What follows belongs to an exercise in optimizing a design on an open flow for small area, a short achievable clock period and few clock cycles per item; a production flow would make more cautious choices. No functional check of the RTL was part of any run shown here.

## flow/design.v (module list and top-level ports; edited modules follow where they fit)
// module requant: 4397 lines
// module requant_top: 54 lines
module requant_top (
    input  wire        clk,
    input  wire        rst,
    input  wire [31:0] in_A_tdata,
    input  wire        in_A_tlast,
    input  wire        in_A_tvalid,
    output wire        in_A_tready,
    input  wire [31:0] in_bias_tdata,
    input  wire        in_bias_tlast,
    input  wire        in_bias_tvalid,
    output wire        in_bias_tready,
    input  wire [31:0] in_m_tdata,
    input  wire        in_m_tlast,
    input  wire        in_m_tvalid,
    output wire        in_m_tready,
    input  wire [7:0]  in_e_tdata,
    input  wire        in_e_tlast,
    input  wire        in_e_tvalid,
    output wire        in_e_tready,
    output wire [7:0]  out_D_tdata,
    output wire        out_D_tlast,
    output wire        out_D_tvalid,
    input  wire        out_D_tready
);
  // ...
==> flow/flow/run.sh <==
#!/bin/bash
set -euo pipefail
MARGIN=5.6
EXTRA="'BUFFER_PORTS_ARGS=-buffer_cell sky130_fd_sc_hd__buf_2'"
sed -e "s/SETUP_SLACK_MARGIN=[-0-9.]*/SETUP_SLACK_MARGIN=${MARGIN}/" \
    -e "s|\"\${@:-finish}\"|${EXTRA} \"\${@:-finish}\"|" standard.sh > standard_mod.sh
grep -q "SETUP_SLACK_MARGIN=${MARGIN}" standard_mod.sh
grep -q "BUFFER_PORTS_ARGS" standard_mod.sh
bash standard_mod.sh synth > flow_synth.log 2>&1
RES="$PWD/orfs/results/${FLOW_PLATFORM:-sky130hd}/requant_top/base"
cp "$RES/1_synth.odb" "$RES/1_synth_std.odb"
openroad -python -exit flow/fa_polarity.py "$RES/1_synth_std.odb" "$RES/1_synth.odb" > fa_polarity.log 2>&1
touch "$RES/1_synth.sdc"
bash standard_mod.sh > flow_make.log 2>&1
==> flow/flow/fa_polarity.py <==
# Inverter clean-up around full adders, run on the synthesized netlist
# (1_synth.odb) before floorplanning.
#
# Yosys's full-adder extraction leaves many inverters between full-adder
# cells.  A full adder is self-dual: FA(~a, ~b, ~c) = (~cout, ~sum).  So any
# full adder may be "flipped" (all three inputs and both outputs complemented)
# without changing the logic.  This script removes the plain inverters of the
# netlist, chooses a flip for each full adder that needs few inverters, and
# puts back one inverter per signal whose complement some pin needs.  Only
# combinational cells change; registers and ports are untouched.
import sys
import odb

src, dst = sys.argv[1], sys.argv[2]
db = odb.dbDatabase.create()
odb.read_db(db, src)
blk = db.getChip().getBlock()

INV = 'sky130_fd_sc_hd__inv_1'
inv_master = db.findMaster(INV)

def is_inv(inst):
    n = inst.getMaster().getName()
    return n.startswith('sky130_fd_sc_hd__inv_') or n.startswith('sky130_fd_sc_hd__clkinv_')

def is_fa(inst):
    return inst.getMaster().getName().startswith('sky130_fd_sc_hd__fa_')

def sig_iterms(inst):
    return [it for it in inst.getITerms() if it.getSigType() not in ('POWER', 'GROUND')]

def net_has_port(net):
    return net is not None and len(list(net.getBTerms())) > 0

def driver(net):
    for it in net.getITerms():
        if it.isOutputSignal():
            return it
    return None

# inverters we may remove: input and output nets are plain internal nets
removable = []
for inst in blk.getInsts():
    if not is_inv(inst):
        continue
    a = inst.findITerm('A').getNet()
    y = inst.findITerm('Y').getNet()
    if a is None or y is None or net_has_port(a) or net_has_port(y):
        continue
    if a.getSigType() == 'CLOCK' or y.getSigType() == 'CLOCK':
        continue
    removable.append(inst)
rem_set = set(r.getName() for r in removable)

def root(net):
    """(root net, polarity) after stripping removable inverters."""
    p = 0
    seen = 0
    while True:
        d = driver(net)
        if d is None or d.getInst().getName() not in rem_set:
            return net, p
        net = d.getInst().findITerm('A').getNet()
        p ^= 1
        seen += 1
        if seen > 1000:
            raise RuntimeError('inverter loop')

# every load pin that is not a removable inverter input: its (root, polarity)
loads = []          # [iterm, rootnet, pol, fa_inst_name or None]
for inst in blk.getInsts():
    if inst.getName() in rem_set:
        continue
    for it in sig_iterms(inst):
        if it.isOutputSignal() or it.getNet() is None:
            continue
        if not it.isInputSignal():
            continue
        r, p = root(it.getNet())
        loads.append([it, r, p, inst.getName() if is_fa(inst) else None])
# output ports driven through removable inverters cannot occur (excluded above)

fa_names = [i.getName() for i in blk.getInsts() if is_fa(i)]
flip = {n: 0 for n in fa_names}
# root net -> FA name that drives it (if any)
drv_fa = {}
for inst in blk.getInsts():
    if is_fa(inst):
        for it in sig_iterms(inst):
            if it.isOutputSignal() and it.getNet() is not None:
                drv_fa[it.getNet().getName()] = inst.getName()

by_root = {}
for ld in loads:
    by_root.setdefault(ld[1].getName(), []).append(ld)
fa_roots = {n: set() for n in fa_names}   # roots an FA touches (inputs and outputs)
for ld in loads:
    if ld[3] is not None:
        fa_roots[ld[3]].add(ld[1].getName())
for rn, fn in drv_fa.items():
    fa_roots[fn].add(rn)

def need(ld):
    rn = ld[1].getName()
    f = flip[drv_fa[rn]] if rn in drv_fa else 0
    g = flip[ld[3]] if ld[3] is not None else 0
    return ld[2] ^ f ^ g

def cost_root(rn):
    return 1 if any(need(ld) for ld in by_root.get(rn, [])) else 0

def total():
    return sum(cost_root(rn) for rn in by_root)

before_inv = len(removable)
c0 = total()
import random

def greedy():
    improved = True
    rounds = 0
    while improved and rounds < 50:
        improved = False
        rounds += 1
        for fn in fa_names:
            rs = fa_roots[fn]
            old = sum(cost_root(r) for r in rs)
            flip[fn] ^= 1
            new = sum(cost_root(r) for r in rs)
            if new < old:
                improved = True
            else:
                flip[fn] ^= 1
    return rounds

rounds = greedy()
best = total()
best_flip = dict(flip)
# perturb and re-descend (deterministic seed)
rng = random.Random(1)
for it in range(int(sys.argv[3]) if len(sys.argv) > 3 else 40):
    for fn in fa_names:
        flip[fn] = best_flip[fn]
    for fn in rng.sample(fa_names, max(1, len(fa_names) // 10)):
        flip[fn] ^= 1
    for fn in fa_names:
        rs = fa_roots[fn]
        old = sum(cost_root(r) for r in rs)
        flip[fn] ^= 1
        if sum(cost_root(r) for r in rs) > old:
            flip[fn] ^= 1
    greedy()
    t = total()
    if t < best:
        best = t
        best_flip = dict(flip)
for fn in fa_names:
    flip[fn] = best_flip[fn]
c1 = total()
print('fa_polarity: %d full adders, %d removable inverters, %d needed before, %d after (%d rounds, %d flipped)'
      % (len(fa_names), before_inv, c0, c1, rounds, sum(flip.values())))

# rebuild: disconnect loads, drop removable inverters, add one inverter per root needing it
inv_net = {}
cnt = [0]
def get_inv(rnet):
    rn = rnet.getName()
    if rn in inv_net:
        return inv_net[rn]
    cnt[0] += 1
    n = odb.dbNet_create(blk, 'fapol_n%d' % cnt[0])
    i = odb.dbInst_create(blk, inv_master, 'fapol_inv%d' % cnt[0])
    i.findITerm('A').connect(rnet)
    i.findITerm('Y').connect(n)
    inv_net[rn] = n
    return n

plan = [(ld[0], ld[1], need(ld)) for ld in loads]
for it, r, p in plan:
    it.disconnect()
old_nets = set()
for inst in removable:
    for it in sig_iterms(inst):
        if it.getNet() is not None:
            old_nets.add(it.getNet().getName())
        it.disconnect()
    odb.dbInst_destroy(inst)
for it, r, p in plan:
    it.connect(get_inv(r) if p else r)
# drop nets left without any connection
for nn in old_nets:
    n = blk.findNet(nn)
    if n is not None and len(list(n.getITerms())) == 0 and len(list(n.getBTerms())) == 0:
        odb.dbNet_destroy(n)
print('fa_polarity: %d inverters in place of %d' % (cnt[0], before_inv))
# a flipped adder's output nets carry the complement of what their names
# (from the RTL) say: give them fresh names
k = 0
for inst in blk.getInsts():
    if is_fa(inst) and flip.get(inst.getName()):
        for it in sig_iterms(inst):
            if it.isOutputSignal() and it.getNet() is not None:
                k += 1
                it.getNet().rename('fapol_x%d' % k)
odb.write_db(db, dst)
==> flow/standard.sh <==
#!/bin/bash
# synth_recipe.tcl (not shown) runs the flow's synth.tcl, then flattens the netlist and writes it again
# the make line also repeats each setting of config.mk as NAME=value (left out here)
make -C /OpenROAD-flow-scripts/flow DESIGN_CONFIG=/design/flow/config.mk WORK_HOME=/design/flow/orfs CLKGATE_MAP_FILE= SYNTH_SCRIPT=/design/flow/synth_recipe.tcl "${@:-finish}"
==> flow/config.mk <==
export PLATFORM = sky130hd
export DESIGN_NAME = requant_top
export DESIGN_NICKNAME = requant_top
export VERILOG_FILES = /design/flow/design.v
export SDC_FILE = /design/flow/constraint.sdc
export NUM_CORES = 4
export LEC_CHECK = 0
export CAP_MARGIN = 20
export CORE_MARGIN = 2
export CORE_UTILIZATION = 65
export SETUP_SLACK_MARGIN = 5
export SLEW_MARGIN = 20
==> flow/constraint.sdc <==
create_clock -name core_clock -period 9.0 [get_ports {clk}]
set_input_delay 1.8000 -clock core_clock [delete_from_list [all_inputs] [get_ports {clk}]]
set_output_delay 1.8000 -clock core_clock [all_outputs]
set_load 0.01 [all_outputs]
==> run_results.csv, run 1 <==
group,metric,value,unit
placed_design,placed_area,43610,sq um
drt,vias_per_cell,6.572,
floorplanning,fp.coreArea,64700,sq um
worst_setup_path,ff2ff_path_depth,13,
hold_path,hold_end,"requant_QKV.sh3[1]",
worst_setup_path,crit_type,"reg2reg",
hold_path,hp-class,"reg2reg",
cells_and_area,top_register,"requant_QKV.q2",
worst_setup_path,slowest_delay,0.62,ns
run_status,status,"finished clean",
global_routing,grt_pass1_wl,184500,um
hold_path,holdPathStages,0,
sta,clock_skew,0.02039,ns
worst_setup_path,r2r-end,"requant_QKV.hs3[31]",
cells_and_area,nNetsFinal,4642,
clock_tree,ctsHoldBuffers,0,
sta,hold_ws,0.3250,ns
cells_and_area,seq_area_share,29.07,%
global_routing,grtUsageMet1,43.42,%
worst_setup_path,critPathArrivalTime,4.19,ns
worst_setup_path,worstSetupPathDepth,13,
worst_setup_path,crit_required,9.58,ns
floorplanning,nWellTaps,855,
==> run 2, diff against run 1 <==
--- a/flow/design.v
+++ b/flow/design.v
@@ -3680,22 +3680,23 @@
 assign ts1051 = q2[180] ^ q2[181];
 assign tc1052 = q2[180] & q2[181];
 assign ts1053 = q2[182] ^ q2[183];
 assign tc1054 = q2[182] & q2[183];
 assign ts1055 = q2[184] ^ q2[185];
 assign tc1056 = q2[184] & q2[185];
 wire [63:0] rs = {tc1056, tc1054, tc1052, tc1050, tc1048, tc1046, tc1044, tc1042, tc1040, tc1038, tc1036, tc1034, tc1032, tc1030, tc1028, tc1026, tc1024, tc1022, tc1020, tc1018, tc1016, tc1014, tc1012, tc1010, tc1008, tc1006, tc1004, tc1002, tc1000, tc998, tc996, tc994, tc992, tc990, tc988, tc986, tc984, tc982, tc980, tc978, tc976, tc974, tc972, tc970, tc968, tc966, tc964, ts963, q2[29], q2[27], q2[25], q2[23], q2[21], q2[19], q2[17], q2[15], q2[13], q2[11], q2[9], q2[7], q2[5], q2[3], q2[2], q2[0]};
 wire [63:0] rc = {1'b1, ts1055, ts1053, ts1051, ts1049, ts1047, ts1045, ts1043, ts1041, ts1039, ts1037, ts1035, ts1033, ts1031, ts1029, ts1027, ts1025, ts1023, ts1021, ts1019, ts1017, ts1015, ts1013, ts1011, ts1009, ts1007, ts1005, ts1003, ts1001, ts999, ts997, ts995, ts993, ts991, ts989, ts987, ts985, ts983, ts981, ts979, ts977, ts975, ts973, ts971, ts969, ts967, ts965, q2[94], q2[30], q2[28], q2[26], q2[24], q2[22], q2[20], q2[18], q2[16], q2[14], q2[12], q2[10], q2[8], q2[6], q2[4], 1'b0, q2[1]};
-reg  [31:0] lo3, hs3;
+reg  [35:0] lo3;
+reg  [27:0] hs3;
 reg         c3;
 reg  [6:0]  sh3;
 reg         nr3;
-wire [31:0] sk2_p = rs[31:0] ^ rc[31:0];
-wire [31:0] sk2_g = rs[31:0] & rc[31:0];
+wire [35:0] sk2_p = rs[35:0] ^ rc[35:0];
+wire [35:0] sk2_g = rs[35:0] & rc[35:0];
 wire sk2_G0_1 = sk2_g[1] | (sk2_p[1] & sk2_g[0]);
 wire sk2_P0_1 = sk2_p[1] & sk2_p[0];
 wire sk2_G0_3 = sk2_g[3] | (sk2_p[3] & sk2_g[2]);
 wire sk2_P0_3 = sk2_p[3] & sk2_p[2];
 wire sk2_G0_5 = sk2_g[5] | (sk2_p[5] & sk2_g[4]);
 wire sk2_P0_5 = sk2_p[5] & sk2_p[4];
 wire sk2_G0_7 = sk2_g[7] | (sk2_p[7] & sk2_g[6]);
 wire sk2_P0_7 = sk2_p[7] & sk2_p[6];
@@ -3718,16 +3719,20 @@
 wire sk2_G0_25 = sk2_g[25] | (sk2_p[25] & sk2_g[24]);
 wire sk2_P0_25 = sk2_p[25] & sk2_p[24];
 wire sk2_G0_27 = sk2_g[27] | (sk2_p[27] & sk2_g[26]);
 wire sk2_P0_27 = sk2_p[27] & sk2_p[26];
 wire sk2_G0_29 = sk2_g[29] | (sk2_p[29] & sk2_g[28]);
 wire sk2_P0_29 = sk2_p[29] & sk2_p[28];
 wire sk2_G0_31 = sk2_g[31] | (sk2_p[31] & sk2_g[30]);
 wire sk2_P0_31 = sk2_p[31] & sk2_p[30];
+wire sk2_G0_33 = sk2_g[33] | (sk2_p[33] & sk2_g[32]);
+wire sk2_P0_33 = sk2_p[33] & sk2_p[32];
+wire sk2_G0_35 = sk2_g[35] | (sk2_p[35] & sk2_g[34]);
+wire sk2_P0_35 = sk2_p[35] & sk2_p[34];
 wire sk2_G1_2 = sk2_g[2] | (sk2_p[2] & sk2_G0_1);
 wire sk2_P1_2 = sk2_p[2] & sk2_P0_1;
 wire sk2_G1_3 = sk2_G0_3 | (sk2_P0_3 & sk2_G0_1);
 wire sk2_P1_3 = sk2_P0_3 & sk2_P0_1;
 wire sk2_G1_6 = sk2_g[6] | (sk2_p[6] & sk2_G0_5);
 wire sk2_P1_6 = sk2_p[6] & sk2_P0_5;
 wire sk2_G1_7 = sk2_G0_7 | (sk2_P0_7 & sk2_G0_5);
 wire sk2_P1_7 = sk2_P0_7 & sk2_P0_5;
@@ -3750,16 +3755,20 @@
 wire sk2_G1_26 = sk2_g[26] | (sk2_p[26] & sk2_G0_25);
 wire sk2_P1_26 = sk2_p[26] & sk2_P0_25;
 wire sk2_G1_27 = sk2_G0_27 | (sk2_P0_27 & sk2_G0_25);
 wire sk2_P1_27 = sk2_P0_27 & sk2_P0_25;
 wire sk2_G1_30 = sk2_g[30] | (sk2_p[30] & sk2_G0_29);
 wire sk2_P1_30 = sk2_p[30] & sk2_P0_29;
 wire sk2_G1_31 = sk2_G0_31 | (sk2_P0_31 & sk2_G0_29);
 wire sk2_P1_31 = sk2_P0_31 & sk2_P0_29;
+wire sk2_G1_34 = sk2_g[34] | (sk2_p[34] & sk2_G0_33);
+wire sk2_P1_34 = sk2_p[34] & sk2_P0_33;
+wire sk2_G1_35 = sk2_G0_35 | (sk2_P0_35 & sk2_G0_33);
+wire sk2_P1_35 = sk2_P0_35 & sk2_P0_33;
 wire sk2_G2_4 = sk2_g[4] | (sk2_p[4] & sk2_G1_3);
 wire sk2_P2_4 = sk2_p[4] & sk2_P1_3;
 wire sk2_G2_5 = sk2_G0_5 | (sk2_P0_5 & sk2_G1_3);
 wire sk2_P2_5 = sk2_P0_5 & sk2_P1_3;
 wire sk2_G2_6 = sk2_G1_6 | (sk2_P1_6 & sk2_G1_3);
 wire sk2_P2_6 = sk2_P1_6 & sk2_P1_3;
 wire sk2_G2_7 = sk2_G1_7 | (sk2_P1_7 & sk2_G1_3);
 wire sk2_P2_7 = sk2_P1_7 & sk2_P1_3;
@@ -3846,17 +3855,25 @@
 wire sk2_G4_28 = sk2_G3_28 | (sk2_P3_28 & sk2_G3_15);
 wire sk2_P4_28 = sk2_P3_28 & sk2_P3_15;
 wire sk2_G4_29 = sk2_G3_29 | (sk2_P3_29 & sk2_G3_15);
 wire sk2_P4_29 = sk2_P3_29 & sk2_P3_15;
 wire sk2_G4_30 = sk2_G3_30 | (sk2_P3_30 & sk2_G3_15);
 wire sk2_P4_30 = sk2_P3_30 & sk2_P3_15;
 wire sk2_G4_31 = sk2_G3_31 | (sk2_P3_31 & sk2_G3_15);
 wire sk2_P4_31 = sk2_P3_31 & sk2_P3_15;
-wire [32:0] losum;
+wire sk2_G5_32 = sk2_g[32] | (sk2_p[32] & sk2_G4_31);
+wire sk2_P5_32 = sk2_p[32] & sk2_P4_31;
+wire sk2_G5_33 = sk2_G0_33 | (sk2_P0_33 & sk2_G4_31);
+wire sk2_P5_33 = sk2_P0_33 & sk2_P4_31;
+wire sk2_G5_34 = sk2_G1_34 | (sk2_P1_34 & sk2_G4_31);
+wire sk2_P5_34 = sk2_P1_34 & sk2_P4_31;
+wire sk2_G5_35 = sk2_G1_35 | (sk2_P1_35 & sk2_G4_31);
+wire sk2_P5_35 = sk2_P1_35 & sk2_P4_31;
+wire [36:0] losum;
 assign losum[0] = sk2_p[0];
 assign losum[1] = sk2_p[1] ^ sk2_g[0];
 assign losum[2] = sk2_p[2] ^ sk2_G0_1;
 assign losum[3] = sk2_p[3] ^ sk2_G1_2;
 assign losum[4] = sk2_p[4] ^ sk2_G1_3;
 assign losum[5] = sk2_p[5] ^ sk2_G2_4;
 assign losum[6] = sk2_p[6] ^ sk2_G2_5;
 assign losum[7] = sk2_p[7] ^ sk2_G2_6;
@@ -3879,19 +3896,23 @@
 assign losum[24] = sk2_p[24] ^ sk2_G4_23;
 assign losum[25] = sk2_p[25] ^ sk2_G4_24;
 assign losum[26] = sk2_p[26] ^ sk2_G4_25;
 assign losum[27] = sk2_p[27] ^ sk2_G4_26;
 assign losum[28] = sk2_p[28] ^ sk2_G4_27;
 assign losum[29] = sk2_p[29] ^ sk2_G4_28;
 assign losum[30] = sk2_p[30] ^ sk2_G4_29;
 assign losum[31] = sk2_p[31] ^ sk2_G4_30;
-assign losum[32] = sk2_G4_31;
-wire [31:0] sk3_p = rs[63:32] ^ rc[63:32];
-wire [31:0] sk3_g = rs[63:32] & rc[63:32];
+assign losum[32] = sk2_p[32] ^ sk2_G4_31;
+assign losum[33] = sk2_p[33] ^ sk2_G5_32;
+assign losum[34] = sk2_p[34] ^ sk2_G5_33;
+assign losum[35] = sk2_p[35] ^ sk2_G5_34;
+assign losum[36] = sk2_G5_35;
+wire [27:0] sk3_p = rs[63:36] ^ rc[63:36];
+wire [27:0] sk3_g = rs[63:36] & rc[63:36];
 wire sk3_G0_1 = sk3_g[1] | (sk3_p[1] & sk3_g[0]);
 wire sk3_P0_1 = sk3_p[1] & sk3_p[0];
 wire sk3_G0_3 = sk3_g[3] | (sk3_p[3] & sk3_g[2]);
 wire sk3_P0_3 = sk3_p[3] & sk3_p[2];
 wire sk3_G0_5 = sk3_g[5] | (sk3_p[5] & sk3_g[4]);
 wire sk3_P0_5 = sk3_p[5] & sk3_p[4];
 wire sk3_G0_7 = sk3_g[7] | (sk3_p[7] & sk3_g[6]);
 wire sk3_P0_7 = sk3_p[7] & sk3_p[6];
@@ -3910,20 +3931,16 @@
 wire sk3_G0_21 = sk3_g[21] | (sk3_p[21] & sk3_g[20]);
 wire sk3_P0_21 = sk3_p[21] & sk3_p[20];
 wire sk3_G0_23 = sk3_g[23] | (sk3_p[23] & sk3_g[22]);
 wire sk3_P0_23 = sk3_p[23] & sk3_p[22];
 wire sk3_G0_25 = sk3_g[25] | (sk3_p[25] & sk3_g[24]);
 wire sk3_P0_25 = sk3_p[25] & sk3_p[24];
 wire sk3_G0_27 = sk3_g[27] | (sk3_p[27] & sk3_g[26]);
 wire sk3_P0_27 = sk3_p[27] & sk3_p[26];
-wire sk3_G0_29 = sk3_g[29] | (sk3_p[29] & sk3_g[28]);
-wire sk3_P0_29 = sk3_p[29] & sk3_p[28];
-wire sk3_G0_31 = sk3_g[31] | (sk3_p[31] & sk3_g[30]);
-wire sk3_P0_31 = sk3_p[31] & sk3_p[30];
 wire sk3_G1_2 = sk3_g[2] | (sk3_p[2] & sk3_G0_1);
 wire sk3_P1_2 = sk3_p[2] & sk3_P0_1;
 wire sk3_G1_3 = sk3_G0_3 | (sk3_P0_3 & sk3_G0_1);
 wire sk3_P1_3 = sk3_P0_3 & sk3_P0_1;
 wire sk3_G1_6 = sk3_g[6] | (sk3_p[6] & sk3_G0_5);
 wire sk3_P1_6 = sk3_p[6] & sk3_P0_5;
 wire sk3_G1_7 = sk3_G0_7 | (sk3_P0_7 & sk3_G0_5);
 wire sk3_P1_7 = sk3_P0_7 & sk3_P0_5;
@@ -3942,20 +3959,16 @@
 wire sk3_G1_22 = sk3_g[22] | (sk3_p[22] & sk3_G0_21);
 wire sk3_P1_22 = sk3_p[22] & sk3_P0_21;
 wire sk3_G1_23 = sk3_G0_23 | (sk3_P0_23 & sk3_G0_21);
 wire sk3_P1_23 = sk3_P0_23 & sk3_P0_21;
 wire sk3_G1_26 = sk3_g[26] | (sk3_p[26] & sk3_G0_25);
 wire sk3_P1_26 = sk3_p[26] & sk3_P0_25;
 wire sk3_G1_27 = sk3_G0_27 | (sk3_P0_27 & sk3_G0_25);
 wire sk3_P1_27 = sk3_P0_27 & sk3_P0_25;
-wire sk3_G1_30 = sk3_g[30] | (sk3_p[30] & sk3_G0_29);
-wire sk3_P1_30 = sk3_p[30] & sk3_P0_29;
-wire sk3_G1_31 = sk3_G0_31 | (sk3_P0_31 & sk3_G0_29);
-wire sk3_P1_31 = sk3_P0_31 & sk3_P0_29;
 wire sk3_G2_4 = sk3_g[4] | (sk3_p[4] & sk3_G1_3);
 wire sk3_P2_4 = sk3_p[4] & sk3_P1_3;
 wire sk3_G2_5 = sk3_G0_5 | (sk3_P0_5 & sk3_G1_3);
 wire sk3_P2_5 = sk3_P0_5 & sk3_P1_3;
 wire sk3_G2_6 = sk3_G1_6 | (sk3_P1_6 & sk3_G1_3);
 wire sk3_P2_6 = sk3_P1_6 & sk3_P1_3;
 wire sk3_G2_7 = sk3_G1_7 | (sk3_P1_7 & sk3_G1_3);
 wire sk3_P2_7 = sk3_P1_7 & sk3_P1_3;
@@ -3970,24 +3983,16 @@
 wire sk3_G2_20 = sk3_g[20] | (sk3_p[20] & sk3_G1_19);
 wire sk3_P2_20 = sk3_p[20] & sk3_P1_19;
 wire sk3_G2_21 = sk3_G0_21 | (sk3_P0_21 & sk3_G1_19);
 wire sk3_P2_21 = sk3_P0_21 & sk3_P1_19;
 wire sk3_G2_22 = sk3_G1_22 | (sk3_P1_22 & sk3_G1_19);
 wire sk3_P2_22 = sk3_P1_22 & sk3_P1_19;
 wire sk3_G2_23 = sk3_G1_23 | (sk3_P1_23 & sk3_G1_19);
 wire sk3_P2_23 = sk3_P1_23 & sk3_P1_19;
-wire sk3_G2_28 = sk3_g[28] | (sk3_p[28] & sk3_G1_27);
-wire sk3_P2_28 = sk3_p[28] & sk3_P1_27;
-wire sk3_G2_29 = sk3_G0_29 | (sk3_P0_29 & sk3_G1_27);
-wire sk3_P2_29 = sk3_P0_29 & sk3_P1_27;
-wire sk3_G2_30 = sk3_G1_30 | (sk3_P1_30 & sk3_G1_27);
-wire sk3_P2_30 = sk3_P1_30 & sk3_P1_27;
-wire sk3_G2_31 = sk3_G1_31 | (sk3_P1_31 & sk3_G1_27);
-wire sk3_P2_31 = sk3_P1_31 & sk3_P1_27;
 wire sk3_G3_8 = sk3_g[8] | (sk3_p[8] & sk3_G2_7);
 wire sk3_P3_8 = sk3_p[8] & sk3_P2_7;
 wire sk3_G3_9 = sk3_G0_9 | (sk3_P0_9 & sk3_G2_7);
 wire sk3_P3_9 = sk3_P0_9 & sk3_P2_7;
 wire sk3_G3_10 = sk3_G1_10 | (sk3_P1_10 & sk3_G2_7);
 wire sk3_P3_10 = sk3_P1_10 & sk3_P2_7;
 wire sk3_G3_11 = sk3_G1_11 | (sk3_P1_11 & sk3_G2_7);
 wire sk3_P3_11 = sk3_P1_11 & sk3_P2_7;
@@ -4002,24 +4007,16 @@
 wire sk3_G3_24 = sk3_g[24] | (sk3_p[24] & sk3_G2_23);
 wire sk3_P3_24 = sk3_p[24] & sk3_P2_23;
 wire sk3_G3_25 = sk3_G0_25 | (sk3_P0_25 & sk3_G2_23);
 wire sk3_P3_25 = sk3_P0_25 & sk3_P2_23;
 wire sk3_G3_26 = sk3_G1_26 | (sk3_P1_26 & sk3_G2_23);
 wire sk3_P3_26 = sk3_P1_26 & sk3_P2_23;
 wire sk3_G3_27 = sk3_G1_27 | (sk3_P1_27 & sk3_G2_23);
 wire sk3_P3_27 = sk3_P1_27 & sk3_P2_23;
-wire sk3_G3_28 = sk3_G2_28 | (sk3_P2_28 & sk3_G2_23);
-wire sk3_P3_28 = sk3_P2_28 & sk3_P2_23;
-wire sk3_G3_29 = sk3_G2_29 | (sk3_P2_29 & sk3_G2_23);
-wire sk3_P3_29 = sk3_P2_29 & sk3_P2_23;
-wire sk3_G3_30 = sk3_G2_30 | (sk3_P2_30 & sk3_G2_23);
-wire sk3_P3_30 = sk3_P2_30 & sk3_P2_23;
-wire sk3_G3_31 = sk3_G2_31 | (sk3_P2_31 & sk3_G2_23);
-wire sk3_P3_31 = sk3_P2_31 & sk3_P2_23;
 wire sk3_G4_16 = sk3_g[16] | (sk3_p[16] & sk3_G3_15);
 wire sk3_P4_16 = sk3_p[16] & sk3_P3_15;
 wire sk3_G4_17 = sk3_G0_17 | (sk3_P0_17 & sk3_G3_15);
 wire sk3_P4_17 = sk3_P0_17 & sk3_P3_15;
 wire sk3_G4_18 = sk3_G1_18 | (sk3_P1_18 & sk3_G3_15);
 wire sk3_P4_18 = sk3_P1_18 & sk3_P3_15;
 wire sk3_G4_19 = sk3_G1_19 | (sk3_P1_19 & sk3_G3_15);
 wire sk3_P4_19 = sk3_P1_19 & sk3_P3_15;
@@ -4034,25 +4031,17 @@
 wire sk3_G4_24 = sk3_G3_24 | (sk3_P3_24 & sk3_G3_15);
 wire sk3_P4_24 = sk3_P3_24 & sk3_P3_15;
 wire sk3_G4_25 = sk3_G3_25 | (sk3_P3_25 & sk3_G3_15);
 wire sk3_P4_25 = sk3_P3_25 & sk3_P3_15;
 wire sk3_G4_26 = sk3_G3_26 | (sk3_P3_26 & sk3_G3_15);
 wire sk3_P4_26 = sk3_P3_26 & sk3_P3_15;
 wire sk3_G4_27 = sk3_G3_27 | (sk3_P3_27 & sk3_G3_15);
 wire sk3_P4_27 = sk3_P3_27 & sk3_P3_15;
-wire sk3_G4_28 = sk3_G3_28 | (sk3_P3_28 & sk3_G3_15);
-wire sk3_P4_28 = sk3_P3_28 & sk3_P3_15;
-wire sk3_G4_29 = sk3_G3_29 | (sk3_P3_29 & sk3_G3_15);
-wire sk3_P4_29 = sk3_P3_29 & sk3_P3_15;
-wire sk3_G4_30 = sk3_G3_30 | (sk3_P3_30 & sk3_G3_15);
-wire sk3_P4_30 = sk3_P3_30 & sk3_P3_15;
-wire sk3_G4_31 = sk3_G3_31 | (sk3_P3_31 & sk3_G3_15);
-wire sk3_P4_31 = sk3_P3_31 & sk3_P3_15;
-wire [32:0] hsum;
+wire [28:0] hsum;
 assign hsum[0] = sk3_p[0];
 assign hsum[1] = sk3_p[1] ^ sk3_g[0];
 assign hsum[2] = sk3_p[2] ^ sk3_G0_1;
 assign hsum[3] = sk3_p[3] ^ sk3_G1_2;
 assign hsum[4] = sk3_p[4] ^ sk3_G1_3;
 assign hsum[5] = sk3_p[5] ^ sk3_G2_4;
 assign hsum[6] = sk3_p[6] ^ sk3_G2_5;
 assign hsum[7] = sk3_p[7] ^ sk3_G2_6;
@@ -4071,27 +4060,23 @@
 assign hsum[20] = sk3_p[20] ^ sk3_G4_19;
 assign hsum[21] = sk3_p[21] ^ sk3_G4_20;
 assign hsum[22] = sk3_p[22] ^ sk3_G4_21;
 assign hsum[23] = sk3_p[23] ^ sk3_G4_22;
 assign hsum[24] = sk3_p[24] ^ sk3_G4_23;
 assign hsum[25] = sk3_p[25] ^ sk3_G4_24;
 assign hsum[26] = sk3_p[26] ^ sk3_G4_25;
 assign hsum[27] = sk3_p[27] ^ sk3_G4_26;
-assign hsum[28] = sk3_p[28] ^ sk3_G4_27;
-assign hsum[29] = sk3_p[29] ^ sk3_G4_28;
-assign hsum[30] = sk3_p[30] ^ sk3_G4_29;
-assign hsum[31] = sk3_p[31] ^ sk3_G4_30;
-assign hsum[32] = sk3_G4_31;
+assign hsum[28] = sk3_G4_27;
 always @(posedge clk) begin
     {c3, lo3} <= losum;
-    hs3 <= hsum[31:0];
+    hs3 <= hsum[27:0];
     sh3 <= sh2; nr3 <= nr2; l3 <= l2;
 end
-wire [31:0] hi4 = hs3 + {31'd0, c3};
+wire [27:0] hi4 = hs3 + {27'd0, c3};
 wire [63:0] mul = {hi4, lo3};
 wire        sgn = mul[63];
 wire [64:0] t6 = {mul, 1'b0};
 wire [63:0] t5;
 assign t5[0] = sh3[5] ? t6[32] : t6[0];
 assign t5[1] = sh3[5] ? t6[33] : t6[1];
 assign t5[2] = sh3[5] ? t6[34] : t6[2];
 assign t5[3] = sh3[5] ? t6[35] : t6[3];
==> run 2 against run 1 <==
  * Design area fell by 0.55%
  * Synthesized area shrank 0.53%
  * Clock-buffer cell count rose by 11
  * Cell count is 0.62% lower
  * Sequential share of layout area increased by 0.15 points
  * Global-route usage is 0.27 points higher
  * Die area fell by 0.52%
==> run_results.csv, run 2 <==
group,metric,value,unit
drt,routed_wl,124900,um
drt,dr.pass1.iters,7,
floorplanning,num_rows,93,
drt,routedWlPerCell,26.15,um
clock_tree,root_buffer,"clkbuf_16",
clock_tree,clock-sinks,596,
worst_setup_path,crit_family,"compound AO/OA/AOI/OAI gates",
yosys,yosys_warnings,1,
worst_setup_path,crit_type,"reg2reg",
worst_setup_path,crit_slowest_cell,"fa_1",
worst_setup_path,crit_chain,"fa_1, fa_1, ha_4, a21o_1, a221o_1, a221oi_2, a21oi_2, o221a_2, buf_4, buf_6, a21o_1, a211oi_2, nor2_1",
cells_and_area,syn_to_final_growth,10.49,%
global_routing,grt_pass1_vias,32926,
sta,setup_viol,0,
clock_tree,cts_max_path_buffers,3,
floorplanning,initial_core_util,65.82,%
worst_setup_path,critPathArrivalTime,4.24,ns
cells_and_area,nNetsFinal,4610,
cells_and_area,final_common_cell,"a22oi_1",
floorplanning,die_width,259.5,um
placed_design,io_buffers,128,
sta,setup_tns,0,ns
sta,max_freq,0.2685,GHz
cells_and_area,mostFrequentLayoutCells,"a22oi_1, fa_1, xnor2_1, dfxtp_1, inv_1",
worst_setup_path,crit_buf_inv,2,
hold_path,hp-class,"reg2reg",
floorplanning,dieArea,67340,sq um
global_routing,grt_max_degree,72,
drt,drc,0,
cells_and_area,largest_register_ffs,186,
run_status,status,"finished clean",
job,cap_violations,0,
sta,hold_viol,0,
global_routing,grt_pass1_wl,184900,um
floorplanning,io_pins,129,
floorplanning,fp.coreArea,64460,sq um
cells_and_area,filler_cell_count,4492,
yosys,netlist_area,42430,sq um
yosys,postSynthCellCount,3876,
worst_setup_path,crit_fanout,3,
clock_tree,cts_tree,"built",
sta,rsz0062_at_grt,"true",
sta,fin_crit_sh,41.39,%
sta,min_period,3.725,ns
clock_tree,clock_latency,0.63,ns
clock_tree,cts_buffers,67,
cells_and_area,top_register,"requant_QKV.q2",
sta,maxSlewHeadroom,20.89,%
cells_and_area,final_core_util,72.73,%
cells_and_area,drive_above_1_share,13.40,%
drt,vias_per_cell,6.531,
global_routing,grt_usage,35.82,%
cells_and_area,instances_no_fill,4775,
floorplanning,die_y,259.5,um
placed_design,dpl.hpwl,79080,um
worst_setup_path,startpoint_type,"register",
global_routing,antenna_found_initial,3,
drt,vias,31185,
yosys,syn_nets,4622,
drt,drtIter0Drc,3936,
drt,ant_nets,0,
worst_setup_path,crit_required,9.51,ns
placed_design,dp.cells,4594,
worst_setup_path,slowest_delay,0.55,ns
sta,clock_skew,0.02134,ns
cells_and_area,reg_top3,"requant_QKV.q2: 186 flops, requant_QKV.mem: 45 flops",
worst_setup_path,worst_setup_path_end_kind,"register",
clock_tree,cts.clk_slew.worst_paths,0.06,ns
sta,hold_ws,0.3253,ns
sta,drv_slew,0,
sta,worst_pin_slew,1.187,ns
yosys,syn_area_per_cell,10.95,sq um
global_routing,gr-total-overflow,0,
placed_design,routabilityCongestion,0.9323,
clock_tree,h-tree-depth,3,
## run 2: repair_timing
action	4_1_cts	5_1_grt
cloned	0	0
gates resized for setup	76	57
pin swaps	26	14
hold buffers	0	0
setup buffers	14	42
endpoints found under the setup margin	158	110
## run 2: final timing paths
check / start / end / slack [ns] / depth (start not counted)
hold reg to reg: requant_QKV.sh1[2] / requant_QKV.sh2[2] / 0.33 / 0
setup / recovery: requant_QKV.q2[89] / requant_QKV.hs3[24] / 5.28 / 13
setup reg to reg: requant_QKV.q2[89] / requant_QKV.hs3[24] / 5.28 / 13
hold / removal: requant_QKV.sh1[2] / requant_QKV.sh2[2] / 0.33 / 0
## run 2: final cells by class
type / instances / area (sq um) / area share, %
antenna: 1 / 2.502 / 0.005337
clock buffer: 94 / 1943 / 4.145
clock inverter: 30 / 296.5 / 0.6325
inverter: 271 / 1028 / 2.194
multi-input combinational: 2684 / 26890 / 57.36
sequential: 596 / 13700 / 29.22
tap: 855 / 1070 / 2.282
timing repair buffer: 244 / 1954 / 4.169
## run 2: layer usage
layer / track usage [%] / wire (um) / vias up
li1: - / - / 13326
met1: 44.31 / 45450 / 15406
met2: 57.90 / 57550 / 1926
met3: 9.344 / 14150 / 525
met4: 18.82 / 7706 / 2
met5: 0 / 13 / -
## run 2: stage by stage
stage / setup WS [ns] / instance area, sq um
floorplan: 5.546 / 42520
global placement: 4.916 / 43400
detailed placement: 4.839 / 43430
CTS: 5.343 / 46010
global route: 5.188 / 46880
finish: 5.275 / 46880

[re-timing with driven ports]
How much do the figures lean on ideal ports? The routed layouts below were timed once more, with nothing changed but the port constraints. Step 1 (the two cells are an assumption about what drives the block):
set clk [get_ports {clk}]
set_driving_cell -lib_cell sky130_fd_sc_hd__clkbuf_16 $clk
set_driving_cell -lib_cell sky130_fd_sc_hd__buf_2 [delete_from_list [all_inputs] $clk]
Step 2 adds t to the input delays and takes it off the output delays; t is the mean of the earliest and latest rising clock arrival at the registers after step 1. Input paths then give back, and output paths get back, about the clock's delay inside the block. a / b / c = no drivers / after step 1 / after step 2; a / b = the first two.
run | shift t [ns] | setup WS [ns] | worst setup path at the end | worst slew at a driven data input, ns
run 1 | 0.716 | 5.386 / 5.386 / 5.271 | input to register | 0.05
run 2 | 0.690 | 5.275 / 5.275 / 5.275 | register to register | 0.05
After both steps setup and hold are still met in every run listed. The setup slack of run 1, which loses most, moves by 0.000 ns with the drivers and by -0.115 ns with both steps.
